Source: an optimization exercise on an open RTL-to-GDS flow (aim: small area, a short achievable clock period and few clock cycles per item). Production flows keep margins and buffers that such runs may drop. Function was checked by simulation only, so behaviour that the tests miss may differ from the original.

==> flow/design.v (outline; a module is shown in full before it is edited, if it fits) <==
// module ahb_lite_fir_filter: 642 lines
module ahb_lite_fir_filter(
    input clk,
          n_rst,
    input logic hsel,
    input logic [3:0] haddr,
    input logic hsize,
    input logic [1:0] htrans,
    input logic hwrite,
    input logic [15:0] hwdata,
    output logic [15:0] hrdata,
    output logic hresp
);
  // ...
==> flow/flow/run.sh <==
#!/bin/bash
# The standard layout (its synthesis script, registers unchanged), with:
#  - no ABC pass inside yosys's generic synth before the adders are extracted
#    (SYNTH_ARGS=-noabc), so the hand-built adder trees reach extract_fa as
#    written, without inverters around every full adder; ABC still maps the
#    logic afterwards as usual,
#  - timing repair aimed at a setup slack margin (a shorter achieved period
#    than the 12 ns constraint), and
#  - port buffers of a regular buffer cell, and
#  - clock tree synthesis without dummy loads (capacitive cells that only balance
#    the tree).
# The clock and constraints are the standard flow's own.
set -euo pipefail
MARGIN=${MARGIN:-6.5}
bash standard.sh "SYNTH_ARGS=-noabc" "SETUP_SLACK_MARGIN=$MARGIN" \
    "BUFFER_PORTS_ARGS=-buffer_cell sky130_fd_sc_hd__buf_2" \
    "CTS_ARGS=-sink_clustering_enable -repair_clock_nets -dont_use_dummy_load" finish > standard_flow.log 2>&1
==> flow/standard.sh <==
#!/bin/bash
# synth_recipe.tcl (not shown) runs the flow's synth.tcl, then flattens the netlist and writes it again
# the make line also repeats each setting of config.mk as NAME=value (left out here)
make -C /OpenROAD-flow-scripts/flow DESIGN_CONFIG=/design/flow/config.mk WORK_HOME=/design/flow/orfs CLKGATE_MAP_FILE= SYNTH_SCRIPT=/design/flow/synth_recipe.tcl "${@:-finish}"
==> flow/config.mk <==
export PLATFORM = sky130hd
export DESIGN_NAME = ahb_lite_fir_filter
export DESIGN_NICKNAME = ahb_lite_fir_filter
export VERILOG_FILES = /design/flow/design.v
export SDC_FILE = /design/flow/constraint.sdc
export NUM_CORES = 4
export LEC_CHECK = 0
export ABC_CLOCK_PERIOD_IN_PS = 5500
export CAP_MARGIN = 20
export CORE_MARGIN = 2
export CORE_UTILIZATION = 40
export SLEW_MARGIN = 20
==> flow/constraint.sdc <==
create_clock -name core_clock -period 12.0 [get_ports {clk}]
set_input_delay 2.4000 -clock core_clock [delete_from_list [all_inputs] [get_ports {clk}]]
set_output_delay 2.4000 -clock core_clock [all_outputs]
set_load 0.01 [all_outputs]
==> results.yml, run 1 <==
floorplanning:
  initial_core_util_pct: 40.38
  nWellTaps: 748
  io_pins: 44
min_path:
  min_to: "ap[9]"
  hold_depth: 2
clock_network:
  cts_tree: "built"
  cts_max_level: 2
  cts-buffers-inserted: 38
  clock_latency_ns: 0.57
grt:
  busiest_layer: "met2"
  grt_pass1_vias: 16160
run_status:
  status: "complete, no violations"
worst_setup_path:
  crit_family: "buffers and inverters"
  cp.arrival_ns: 3.06
  crit_path_start: "haddr[2]"
  r2r_cells: 22
  cp_data_required_time_ns: 9.60
  critPathMaxFanout: 3
cells_and_area:
  inverters: 105
  layout_commonest_cell: "dfrtp_1"
  top_regs: "ap x18, nb x18, res x17"
  final-nonclk-buf-share_pct: 4.001
  finalNetCount: 2388
  drive_above_1_share_pct: 24.27
  num-nonclk-buffers: 121
  final_cell_mix: "dfrtp_1, nor2_1, mux2_2"
  nClkBuffers: 38
synthesis:
  synth_seq_cells: 335
  synthMuxAreaShare_pct: 11.71
  synth_top_area_share_pct: 29.02
place:
  hpwl_mm: 41.91
sta:
  hold_viol: 0
  fin_tns_setup_ns: 0
  period_share_pct: 45.52
  rsz0062_at_grt: "true"
detailed_routing:
  wl_met3_mm: 3.860
Testbench counts, summed over its fixed seeds: cycles 2,064, samples 512.
==> inputs of run 2 (changes only) <==
--- a/flow/flow/run.sh
+++ b/flow/flow/run.sh
@@ -14,4 +14,4 @@
 MARGIN=${MARGIN:-6.5}
 bash standard.sh "SYNTH_ARGS=-noabc" "SETUP_SLACK_MARGIN=$MARGIN" \
     "BUFFER_PORTS_ARGS=-buffer_cell sky130_fd_sc_hd__buf_2" \
-    "CTS_ARGS=-sink_clustering_enable -repair_clock_nets -dont_use_dummy_load" finish > standard_flow.log 2>&1
+    "CTS_ARGS=-sink_clustering_enable -repair_clock_nets -dont_use_dummy_load -sink_clustering_size 30 -sink_clustering_max_diameter 100" finish > standard_flow.log 2>&1
==> results.yml, run 2 <==
run_status:
  status: "complete, no violations"
detailed_routing:
  route.detailed.wl_per_inst_um: 21.48
  wl_mm: 60.68
  vias: 15640
  drtIter0Drc: 1069
  viasPerCell: 5.536
  drc: 0
  ant_nets: 0
  dr.pass1.iters: 8
grt:
  grt_pass1_wl_mm: 93.76
  grt_pass1_vias: 15920
  grt_util_all_layers_pct: 21.22
  grt_max_degree: 154
  antenna_found_initial: 3
  overflow: 0
place:
  hpwl_mm: 41.91
  routabilityCongestion: 0.8661
  numPortBuffers: 43
  place_area_um2: 23250
  pre_cts_ws_ns: 5.614
cells_and_area:
  final_cell_mix: "dfrtp_1, nor2_1, mux2_2"
  finalNetCount: 2384
  num_antenna_cells: 0
  syn_to_final_growth_pct: 11.21
  final_area_um2: 24740
  drive_above_1_share_pct: 24.27
  layout_commonest_cell: "dfrtp_1"
  top_regs: "ap x18, nb x18, res x17"
floorplanning:
  fp.dieH_um: 239.8
  io_pins: 44
  die-area_um2: 57530
  fp.dieW_um: 239.8
  initial_core_util_pct: 40.38
  placementRows: 86
  core_area_um2: 55090
synthesis:
  synth_seq_cells: 335
  synth_top_area_share_pct: 29.02
  yosys-top-cells-area: "dfrtp_1, fa_1, mux2_2, dfxtp_1, ha_1"
  ys_seq_area_share_pct: 36.48
  synthTopCellsByCount: "dfrtp_1, nor2_1, mux2_2"
  yosysWarnings: 1
  synth_edf_count: 0
  syn_inst: 2040
  yosysTopAreaCell: "dfrtp_1"
  yosysMostFrequentCell: "dfrtp_1"
  yosysUniqueCellTypes: 76
  synth.cell_area_um2: 22250
  synth_ff_type: "dfrtp_1"
  async_flop_share_pct: 82.69
  synth_nets: 2345
  avgSynthCellArea_um2: 10.91
worst_setup_path:
  slowest_delay_ns: 0.13
  r2r-end: "hrdata[8]"
  reg2reg_from: "b2[0]"
  crit_chain: "buf_8 -> buf_12 -> nor2_4 -> nand2_2 -> a21boi_2 -> buf_2"
  critPathMaxFanout: 3
  cp_data_required_time_ns: 9.60
  critPathKind: "in2out"
  r2r_cells: 22
  cp.arrival_ns: 3.06
  crit_slowest_cell: "buf_12"
  worst_setup_path_start_kind: "primary input"
  rrSetupSlack_ns: 6.60
  end_kind: "output port"
clock_network:
  cts_max_level: 1
  root_buffer: "clkbuf_16"
  clk_pin_slew_ns: 0.06
  clock_latency_ns: 0.55
  cts-buffers-inserted: 17
  cts_tree: "built"
  clock-sinks: 335
  clockBufferDepth: 3
sta:
  relSlewSlack_pct: 20.64
  fmax_mhz: 183.3
  finalClockSkew_ns: 0.07851
  rsz0062_at_grt: "true"
  layout_setup_ws_ns: 6.544
  setup_viol: 0
  post-route-min-period_ns: 5.456
  worst_slew_pin_slew_ns: 1.188
  hold_viol: 0
  slew_viol_final: 0
  period_share_pct: 45.47
  fin_tns_setup_ns: 0
min_path:
  worstHoldStart: "ap[9]"
  min_to: "ap[9]"
  hold_depth: 2
  min_path_type: "reg2reg"
run:
  drv_cap: 0
-- run 2: cell counts after synthesis --
No cell type changed its count.
-- run 2: cell families after synthesis --
| group | synth area share [%] |
|---|---|
| and+or+nand+nor | 9.352 |
| AOI/OAI and AO/OA | 11.75 |
| DFF | 36.48 |
| adders and majority gates | 22.01 |
| muxes | 11.71 |
| buffers and inverters | 3.869 |
| xor gates and xnor gates | 4.819 |
-- run 2: worst max-delay path by stage --
| stage | from | end | slack (ns) | cells after the start |
|---|---|---|---|---|
| global route | b2[0] | hrdata[8] | 6.36 | 22 |
| CTS | bo_one[1] | hrdata[8] | 6.50 | 21 |
| floorplan | haddr[2] | hresp | 6.46 | 4 |
| finish | haddr[2] | hresp | 6.54 | 6 |
| detailed placement | bo_neg[2] | hrdata[8] | 5.61 | 20 |
| global placement | bo_neg[2] | hrdata[8] | 5.79 | 20 |
-- run 2: layout make-up --
type	count	area, µm²
fill	5200	30350
timing repair buffer	138	1170
clock buffer	17	425.4
multi-input combinational	1482	13650
tap	748	935.9
inverter	105	394.1
sequential	335	8169
-- run 2: metrics by stage --
stage / cells / hold slack [ns] / utilization [%]
6_report: 2825 / 0.4752 / 44.91
5_1_grt: 2825 / 0.4986 / 44.91
4_1_cts: 2797 / 0.4788 / 43.89
3_5_place_dp: 2751 / 0.4658 / 42.20
3_3_place_gp: 2751 / 0.4569 / 42.20
2_1_floorplan: 2040 / 0.4404 / -
-- run 2: what timing repair did --
| item | 4_1_cts | 5_1_grt |
|---|---|---|
| cloned | 3 | 0 |
| endpoints found under the setup margin | 23 | 11 |
| pin swaps | 14 | 40 |
| hold buffers | 0 | 0 |
| setup buffers | 26 | 26 |
| endpoints found under the hold margin | 0 | 0 |
| resized for setup | 63 | 72 |
-- run 2: metal layers --
metal	GRT usage [%]	wire (µm)	vias to the layer above
met5	0	34	-
met4	6.588	1987	6
met3	4.149	3976	92
met2	33.64	28070	485
met1	29.33	26610	7986
li1	-	-	7069
-- run 2: worst max-delay path: cells and delay by family --
| kind | cells | cell delay [ns] |
|---|---|---|
| AND/OR/NAND/NOR | 2 | 0.17 |
| AO/OA/AOI/OAI | 1 | 0.13 |
| buffers and inverters | 3 | 0.36 |
==> inputs of run 3 (changes only) <==
--- a/flow/flow/run.sh
+++ b/flow/flow/run.sh
@@ -14,4 +14,4 @@
 MARGIN=${MARGIN:-6.5}
 bash standard.sh "SYNTH_ARGS=-noabc" "SETUP_SLACK_MARGIN=$MARGIN" \
     "BUFFER_PORTS_ARGS=-buffer_cell sky130_fd_sc_hd__buf_2" \
-    "CTS_ARGS=-sink_clustering_enable -repair_clock_nets -dont_use_dummy_load -sink_clustering_size 30 -sink_clustering_max_diameter 100" finish > standard_flow.log 2>&1
+    "CTS_ARGS=-sink_clustering_enable -repair_clock_nets -dont_use_dummy_load -sink_clustering_size 18 -sink_clustering_max_diameter 100" finish > standard_flow.log 2>&1
--- a/flow/config.mk
+++ b/flow/config.mk
@@ -8,5 +8,6 @@
 export ABC_CLOCK_PERIOD_IN_PS = 5500
 export CAP_MARGIN = 20
 export CORE_MARGIN = 2
-export CORE_UTILIZATION = 40
+export CORE_UTILIZATION = 60
+export PLACE_DENSITY = 0.75
 export SLEW_MARGIN = 20
==> results.yml, run 3 <==
clock_network:
  clk_pin_slew_ns: 0.06
  cts_tree: "built"
  cts_hold_buf: 0
  cts-buffers-inserted: 24
  root_buffer: "clkbuf_16"
  clock-sinks: 335
  clockBufferDepth: 3
  cts_max_level: 1
  clock_latency_ns: 0.58
floorplanning:
  die-area_um2: 38640
  initial_core_util_pct: 60.92
  placementRows: 70
  io_pins: 44
  fp.dieH_um: 196.6
  fp.dieW_um: 196.6
  core_area_um2: 36520
cells_and_area:
  layout_commonest_cell: "dfrtp_1"
  num_antenna_cells: 0
  nFillCells: 2715
  regArea_um2: 8169
  multi_input_area_um2: 13610
  top_regs: "ap x18, nb x18, res x17"
  syn_to_final_growth_pct: 9.487
  final_cell_mix: "dfrtp_1, nor2_1, mux2_2"
  finalNetCount: 2380
  drive_above_1_share_pct: 24.02
synthesis:
  synth_seq_cells: 335
  async_flop_share_pct: 82.69
  synth-xor-area-share_pct: 4.819
  synth-simple-area-share_pct: 9.352
  syn_inst: 2040
  synth-compound-area-share_pct: 11.75
  synthMuxAreaShare_pct: 11.71
  ys_seq_area_share_pct: 36.48
  yosys-top-cells-area: "dfrtp_1, fa_1, mux2_2, dfxtp_1, ha_1"
  yosysMostFrequentCell: "dfrtp_1"
  yosysUniqueCellTypes: 76
  synth_ff_type: "dfrtp_1"
  synth_nets: 2345
  synth_top_family_by_area: "adder cells"
  synth_edf_count: 0
  synthTopCellsByCount: "dfrtp_1, nor2_1, mux2_2"
  synth.cell_area_um2: 22250
  yosysTopAreaCell: "dfrtp_1"
  yosysWarnings: 1
  synth_top_area_share_pct: 29.02
  avgSynthCellArea_um2: 10.91
  synth_fa_ha_area_share_pct: 22.01
sta:
  setup_viol: 0
  fmax_mhz: 182.6
  fin_tns_setup_ns: 0
  worst_slew_pin_slew_ns: 1.111
  rsz0062_at_grt: "true"
  hold_viol: 0
  post-route-min-period_ns: 5.476
  layout_setup_ws_ns: 6.524
  hold-worst-slack_ns: 0.4711
  period_share_pct: 45.63
  relSlewSlack_pct: 25.75
  finalClockSkew_ns: 0.1026
  slew_viol_final: 0
detailed_routing:
  drtIter0Drc: 1310
  ant_nets: 0
  drc: 0
  wl_mm: 58.54
  vias: 16060
  dr.pass1.iters: 8
  route.detailed.wl_per_inst_um: 23.04
  viasPerCell: 6.319
place:
  routabilityCongestion: 0.9427
  pre_cts_ws_ns: 5.735
  hpwl_mm: 40.13
  numPortBuffers: 43
worst_setup_path:
  reg2reg_from: "bo_one[0]"
  critPathKind: "in2out"
  r2r_cells: 22
  cp_data_required_time_ns: 9.60
  worst_setup_path_start_kind: "primary input"
  end_kind: "output port"
  r2r-end: "err"
  rrSetupSlack_ns: 6.55
  cp.arrival_ns: 3.08
  critPathMaxFanout: 2
grt:
  overflow: 0
  grt_pass1_wl_mm: 91.71
  use_met3_pct: 4.928
  use_met1_pct: 40.07
  busiest_layer: "met2"
  antenna_found_initial: 3
  grtUsageMet2_pct: 51.08
  grt_util_all_layers_pct: 30.62
  grt_max_degree: 153
  grt_pass1_vias: 16470
min_path:
  hold_depth: 2
  min_path_type: "reg2reg"
  worstHoldStart: "ap[2]"
  min_to: "ap[2]"
run_status:
  status: "complete, no violations"
run:
  drv_cap: 0
[run 3: worst max path at each step]
stage,end,startpoint,slack (ns),cells after the start
finish,hresp,haddr[1],6.52,5
global route,hrdata[8],bo_two[0],6.33,22
CTS,hrdata[8],bo_two[1],6.50,19
detailed placement,hrdata[8],bo_neg[2],5.74,20
global placement,hrdata[8],bo_neg[2],5.88,20
floorplan,hresp,haddr[2],6.46,4
[run 3: layout make-up]
type / count / share of cell area (%)
multi-input combinational: 1482 / 55.86
sequential: 335 / 33.54
timing repair buffer: 127 / 4.119
clock buffer: 24 / 2.465
tap: 468 / 2.404
inverter: 105 / 1.618
[run 3: cell families after synthesis]
logic type | after synthesis
buffers and inverters | 223
and+or+nand+nor | 473
muxes | 232
adders and majority gates | 278
DFF | 335
xor gates and xnor gates | 120
AOI/OAI and AO/OA | 379
[run 3: critical path: stages]
cell and delay [ns]:
buf_4 0.12, buf_12 0.12, nand4_1 0.13, a21boi_2 0.16, buf_2 0.13
[run 3: per-stage QoR]
step	util, %	std cells	cell area, µm²
after CTS	65.01	2504	23740
after floorplan	-	2040	22270
after global routing	66.70	2541	24360
final	66.70	2541	24360
after detailed placement	62.66	2469	22890
after global placement	62.66	2469	22890
[run 3: repair_timing]
item	in CTS	in global routing
setup buffers	9	37
gates resized for setup	49	72
cloned	2	0
setup endpoints to repair	20	12
pin swaps	5	25
[run 3: layer usage]
layer	vias to the layer above	share of wire, %
met5	-	0.068
met4	6	4.3
met3	146	7.2
met2	647	49
met1	8190	40
li1	7067	-
==> inputs of run 4 (changes only) <==
--- a/flow/flow/run.sh
+++ b/flow/flow/run.sh
@@ -14,4 +14,4 @@
 MARGIN=${MARGIN:-6.5}
 bash standard.sh "SYNTH_ARGS=-noabc" "SETUP_SLACK_MARGIN=$MARGIN" \
     "BUFFER_PORTS_ARGS=-buffer_cell sky130_fd_sc_hd__buf_2" \
-    "CTS_ARGS=-sink_clustering_enable -repair_clock_nets -dont_use_dummy_load -sink_clustering_size 18 -sink_clustering_max_diameter 100" finish > standard_flow.log 2>&1
+    "CTS_ARGS=-sink_clustering_enable -repair_clock_nets -dont_use_dummy_load -sink_clustering_size 22 -sink_clustering_max_diameter 100" finish > standard_flow.log 2>&1
==> results.yml, run 4 <==
clock_network:
  root_buffer: "clkbuf_16"
  cts-buffers-inserted: 21
  clockBufferDepth: 3
  cts_tree: "built"
  clock_latency_ns: 0.55
  clk_pin_slew_ns: 0.06
  clock-sinks: 335
  cts_max_level: 1
floorplanning:
  fp.dieW_um: 196.6
  die-area_um2: 38640
  initial_core_util_pct: 60.92
  io_pins: 44
  placementRows: 70
  fp.dieH_um: 196.6
  core_area_um2: 36520
synthesis:
  yosys-top-cells-area: "dfrtp_1, fa_1, mux2_2, dfxtp_1, ha_1"
  yosysUniqueCellTypes: 76
  avgSynthCellArea_um2: 10.91
  synth_ff_type: "dfrtp_1"
  synth.cell_area_um2: 22250
  syn_inst: 2040
  synth_seq_cells: 335
  synth_top_area_share_pct: 29.02
  async_flop_share_pct: 82.69
  yosysMostFrequentCell: "dfrtp_1"
  synth_nets: 2345
  yosysWarnings: 1
  synthTopCellsByCount: "dfrtp_1, nor2_1, mux2_2"
  yosysTopAreaCell: "dfrtp_1"
  ys_seq_area_share_pct: 36.48
  synth_edf_count: 0
detailed_routing:
  wl_mm: 58.28
  route.detailed.wl_per_inst_um: 22.93
  viasPerCell: 6.288
  wl_met1_mm: 23.77
  wl_met3_mm: 3.706
  dr.pass1.iters: 6
  top_layer: "met5"
  ant_nets: 0
  vias: 15980
  drtIter0Drc: 1471
  met2_length_mm: 28.28
  drc: 0
sta:
  rsz0062_at_grt: "true"
  slew_viol_final: 0
  fmax_mhz: 183.1
  worst_slew_pin_slew_ns: 1.154
  setup_viol: 0
  relSlewSlack_pct: 22.86
  period_share_pct: 45.52
  hold_viol: 0
  finalClockSkew_ns: 0.06836
  post-route-min-period_ns: 5.463
  fin_tns_setup_ns: 0
grt:
  grt_util_all_layers_pct: 30.41
  grt_pass1_vias: 16380
  grt_pass1_wl_mm: 91.04
  overflow: 0
  grt_max_degree: 153
  antenna_found_initial: 4
cells_and_area:
  finalNetCount: 2381
  layout_commonest_cell: "dfrtp_1"
  num_antenna_cells: 0
  drive_above_1_share_pct: 23.72
  final_cell_count_no_fill: 2542
  syn_to_final_growth_pct: 9.369
  nFillCells: 2681
  top_regs: "ap x18, nb x18, res x17"
  final_cell_mix: "dfrtp_1, nor2_1, mux2_2"
worst_setup_path:
  r2r_cells: 19
  critPathMaxFanout: 3
  crit_chain: "buf_6 -> buf_12 -> nor2_4 -> nand2_2 -> a21boi_2 -> buf_2"
  slowest_delay_ns: 0.13
  end_kind: "output port"
  cp_num_cells: 6
  worst_setup_path_start_kind: "primary input"
  worst-path-buf-inv: 3
  crit_family: "buffers and inverters"
  crit_slowest_cell: "buf_12"
  critPathKind: "in2out"
  cp.arrival_ns: 3.06
  cp_data_required_time_ns: 9.60
min_path:
  hold_depth: 2
  min_path_type: "reg2reg"
place:
  numPortBuffers: 43
  hpwl_mm: 40.13
  routabilityCongestion: 0.9427
  dp_cells: 2469
run:
  drv_cap: 0
run_status:
  status: "complete, no violations"
run 4: cell counts after synthesis:
Identical to the previous run, type by type.
run 4: metrics by stage:
stage	cell area (µm²)	hold WS [ns]	setup WS (ns)	util, %
after floorplan	22270	0.4404	6.464	-
after global placement	22890	0.4536	5.878	62.66
after detailed placement	22890	0.4629	5.735	62.66
after CTS	23700	0.4759	6.496	64.90
after global routing	24330	0.4995	6.247	66.63
final	24330	0.4691	6.537	66.63
run 4: worst paths after layout:
kind	start	endpoint	slack [ns]
max reg2reg	bo_one[2]	ap[15]	6.56
max in group asynchronous	n_rst	smp[1]	8.63
max	haddr[3]	hresp	6.54
min reg2reg	ap[2]	ap[2]	0.47
min in group asynchronous	n_rst	ap[13]	1.96
min	ap[2]	ap[2]	0.47
run 4: routing by layer:
metal	track usage, %	vias to the layer above
met5	0	-
met4	11.34	8
met3	4.124	141
met2	51.52	603
met1	40.28	8169
li1	-	7063
run 4: worst min-delay path: cells and delay by family (launching register included):
| family | cells | cell delay, ns |
|---|---|---|
| simple gates | 1 | 0.04 |
| compound gates | 1 | 0.06 |
| flops | 1 | 0.33 |
run 4: cells by family (layout without fill, tap and decap cells):
kind of cell	count (synthesis)	in the layout	share of synthesized area, %
AOI/OAI and AO/OA	379	379	11.75
xor gates and xnor gates	120	120	4.819
adders and majority gates	278	278	22.01
buffers and inverters	223	257	3.869
DFF	335	335	36.48
muxes	232	232	11.71
and+or+nand+nor	473	473	9.352
run 4: cell type report:
class / instances / area [µm²] / share of cell area [%]
clock buffer: 21 / 525.5 / 2.160
inverter: 105 / 394.1 / 1.620
multi-input combinational: 1482 / 13640 / 56.05
sequential: 335 / 8173 / 33.59
tap: 468 / 585.6 / 2.406
timing repair buffer: 131 / 1016 / 4.175
run 4: what timing repair did:
action | CTS | global route
resized for setup | 55 | 71
pin swaps | 5 | 42
endpoints found under the setup margin | 21 | 12
hold buffers | 0 | 0
setup buffers | 11 | 39
gates cloned | 2 | 0
==> inputs of run 5 (changes only) <==
--- a/flow/config.mk
+++ b/flow/config.mk
@@ -8,6 +8,5 @@
 export ABC_CLOCK_PERIOD_IN_PS = 5500
 export CAP_MARGIN = 20
 export CORE_MARGIN = 2
-export CORE_UTILIZATION = 60
-export PLACE_DENSITY = 0.75
+export CORE_UTILIZATION = 40
 export SLEW_MARGIN = 20
==> results.yml, run 5 <==
synthesis:
  synth_ff_type: "dfrtp_1"
  synth_top_area_share_pct: 29.02
  syn_inst: 2040
  synth.cell_area_um2: 22250
  synthTopCellsByCount: "dfrtp_1, nor2_1, mux2_2"
  synth_nets: 2345
  yosysWarnings: 1
  async_flop_share_pct: 82.69
  yosysMostFrequentCell: "dfrtp_1"
  yosysUniqueCellTypes: 76
  synth_seq_cells: 335
  yosys-top-cells-area: "dfrtp_1, fa_1, mux2_2, dfxtp_1, ha_1"
  ys_seq_area_share_pct: 36.48
  yosysTopAreaCell: "dfrtp_1"
  avgSynthCellArea_um2: 10.91
  synth_edf_count: 0
clock_network:
  clk_pin_slew_ns: 0.06
  clockBufferDepth: 3
  clock_latency_ns: 0.56
  cts_tree: "built"
  root_buffer: "clkbuf_16"
  cts-buffers-inserted: 21
  clock-sinks: 335
  cts_max_level: 1
  cts_hold_buf: 0
floorplanning:
  fp.dieH_um: 239.8
  die-area_um2: 57530
  placementRows: 86
  initial_core_util_pct: 40.38
  io_pins: 44
  core_area_um2: 55090
  fp.dieW_um: 239.8
detailed_routing:
  viasPerCell: 5.573
  dr.pass1.iters: 5
  vias: 15630
  wl_mm: 60.56
  met2_length_mm: 27.53
  wl_met3_mm: 3.614
  top_layer: "met5"
  ant_nets: 0
  drtIter0Drc: 1060
  wl_met1_mm: 27.07
  drc: 0
  route.detailed.wl_per_inst_um: 21.60
cells_and_area:
  num_antenna_cells: 0
  finalNetCount: 2363
  syn_to_final_growth_pct: 9.965
  final_cell_mix: "dfrtp_1, nor2_1, mux2_2"
  layout_commonest_cell: "dfrtp_1"
  drive_above_1_share_pct: 21.98
  top_regs: "ap x18, nb x18, res x17"
  nFillCells: 5227
worst_setup_path:
  critPathMaxFanout: 3
  end_kind: "output port"
  rrSetupSlack_ns: 6.58
  worst_setup_path_start_kind: "primary input"
  critPathKind: "in2out"
  cp_data_required_time_ns: 9.60
  cp.arrival_ns: 3.06
grt:
  grt_max_degree: 154
  antenna_found_initial: 3
  grt_pass1_wl_mm: 93.82
  overflow: 0
  grt_util_all_layers_pct: 21.24
  grt_pass1_vias: 15980
sta:
  finalClockSkew_ns: 0.05439
  worst_slew_pin_slew_ns: 1.211
  hold_viol: 0
  setup_viol: 0
  fin_tns_setup_ns: 0
  rsz0062_at_grt: "true"
  relSlewSlack_pct: 18.70
  post-route-min-period_ns: 5.461
  fmax_mhz: 183.1
  slew_viol_final: 0
  period_share_pct: 45.51
run_status:
  status: "complete, no violations"
run:
  drv_cap: 0
place:
  routabilityCongestion: 0.8661
  hpwl_mm: 41.91
  numPortBuffers: 43
min_path:
  min_path_type: "reg2reg"
==> run 5: cell counts after synthesis <==
Identical to the previous run, type by type.
==> run 5: final timing paths <==
path                       startpoint      to  cells after the start
max                          haddr[2]   hresp                      6
min                             ap[9]   ap[9]                      2
max reg2reg                 bo_two[0]  ap[14]                     20
min reg2reg                     ap[9]   ap[9]                      2
max in group asynchronous       n_rst  r15[4]                      2
min in group asynchronous       n_rst  ap[14]                      1
==> run 5: repair_timing <==
item,CTS,global route
pin swaps,7,15
resized for setup,52,41
endpoints found under the hold margin,0,0
buffers inserted,17,11
cloned,3,0
endpoints found under the setup margin,22,11
==> run 5: final cells by class <==
type                            count  area, µm²  area share (%)
Clock buffer                       21      525.5           2.148
Sequential cell                   335       8165           33.37
Multi-Input combinational cell   1482      13470           55.05
Timing Repair Buffer              113      975.9           3.989
Tap cell                          748      935.9           3.825
Inverter                          105      394.1           1.611
==> run 5: cells by family (layout without fill, tap and decap cells) <==
family	Yosys count	count (layout)	synth area share [%]
xor+xnor	120	120	4.819
fa+ha+maj	278	278	22.01
flops	335	335	36.48
mux	232	232	11.71
buf+inv	223	239	3.869
compound gates	379	379	11.75
simple gates	473	473	9.352
==> run 5: metal layers <==
layer,global-route usage [%],up-vias
met4,7.171,6
met1,29.46,8054
li1,-,7025
met3,4.034,104
met5,0,-
met2,33.38,438
==> run 5: critical path: stages <==
cell	delay, ns
buf_8	0.10
buf_12	0.13
nor2_4	0.11
nand2_2	0.06
a21boi_2	0.13
buf_2	0.13
==> run 5: stage by stage <==
stage,area (µm²),cells,worst slack [ns],hold slack [ns],utilization [%]
global placement,23250,2751,5.788,0.4569,42.20
finish,24470,2804,6.539,0.4752,44.41
global route,24470,2804,6.303,0.4975,44.41
floorplan,22270,2040,6.464,0.4404,-
CTS,24170,2792,6.491,0.4778,43.87
detailed placement,23250,2751,5.614,0.4658,42.20

[afterwards: timing with drivers on the ports]
How much do the figures lean on ideal ports? The routed layouts below were timed once more, with nothing changed but the port constraints. Step 1: set_driving_cell puts a clkbuf_16 on clk and a buf_2 on each other input, an assumption about the parent block. Step 2, shift: input delay + t, output delay - t, t = (earliest + latest rising clock arrival at the registers) / 2. This alone moves slack from input paths to output paths. Three values: no drivers, after step 1, after step 2; two values: the first two.
| run | t, ns | setup slack, ns | worst setup path at the end | worst data-port slew with drivers (ns) | pins driven straight from the clock port |
|---|---|---|---|---|---|
| run 1 | 0.595 | 6.538 / 6.500 / 6.017 | input to register | 0.08 | 1 |
| run 2 | 0.573 | 6.544 / 6.506 / 6.033 | input to register | 0.08 | 1 |
| run 3 | 0.585 | 6.524 / 6.470 / 6.187 | input to register | 0.07 | 1 |
| run 4 | 0.566 | 6.537 / 6.495 / 6.211 | input to register | 0.06 | 1 |
| run 5 | 0.597 | 6.539 / 6.501 / 6.013 | input to register | 0.08 | 1 |
After both steps setup and hold are still met in every run listed. The setup slack of run 5, which loses most, moves by -0.038 ns with the drivers and by -0.526 ns with both steps.
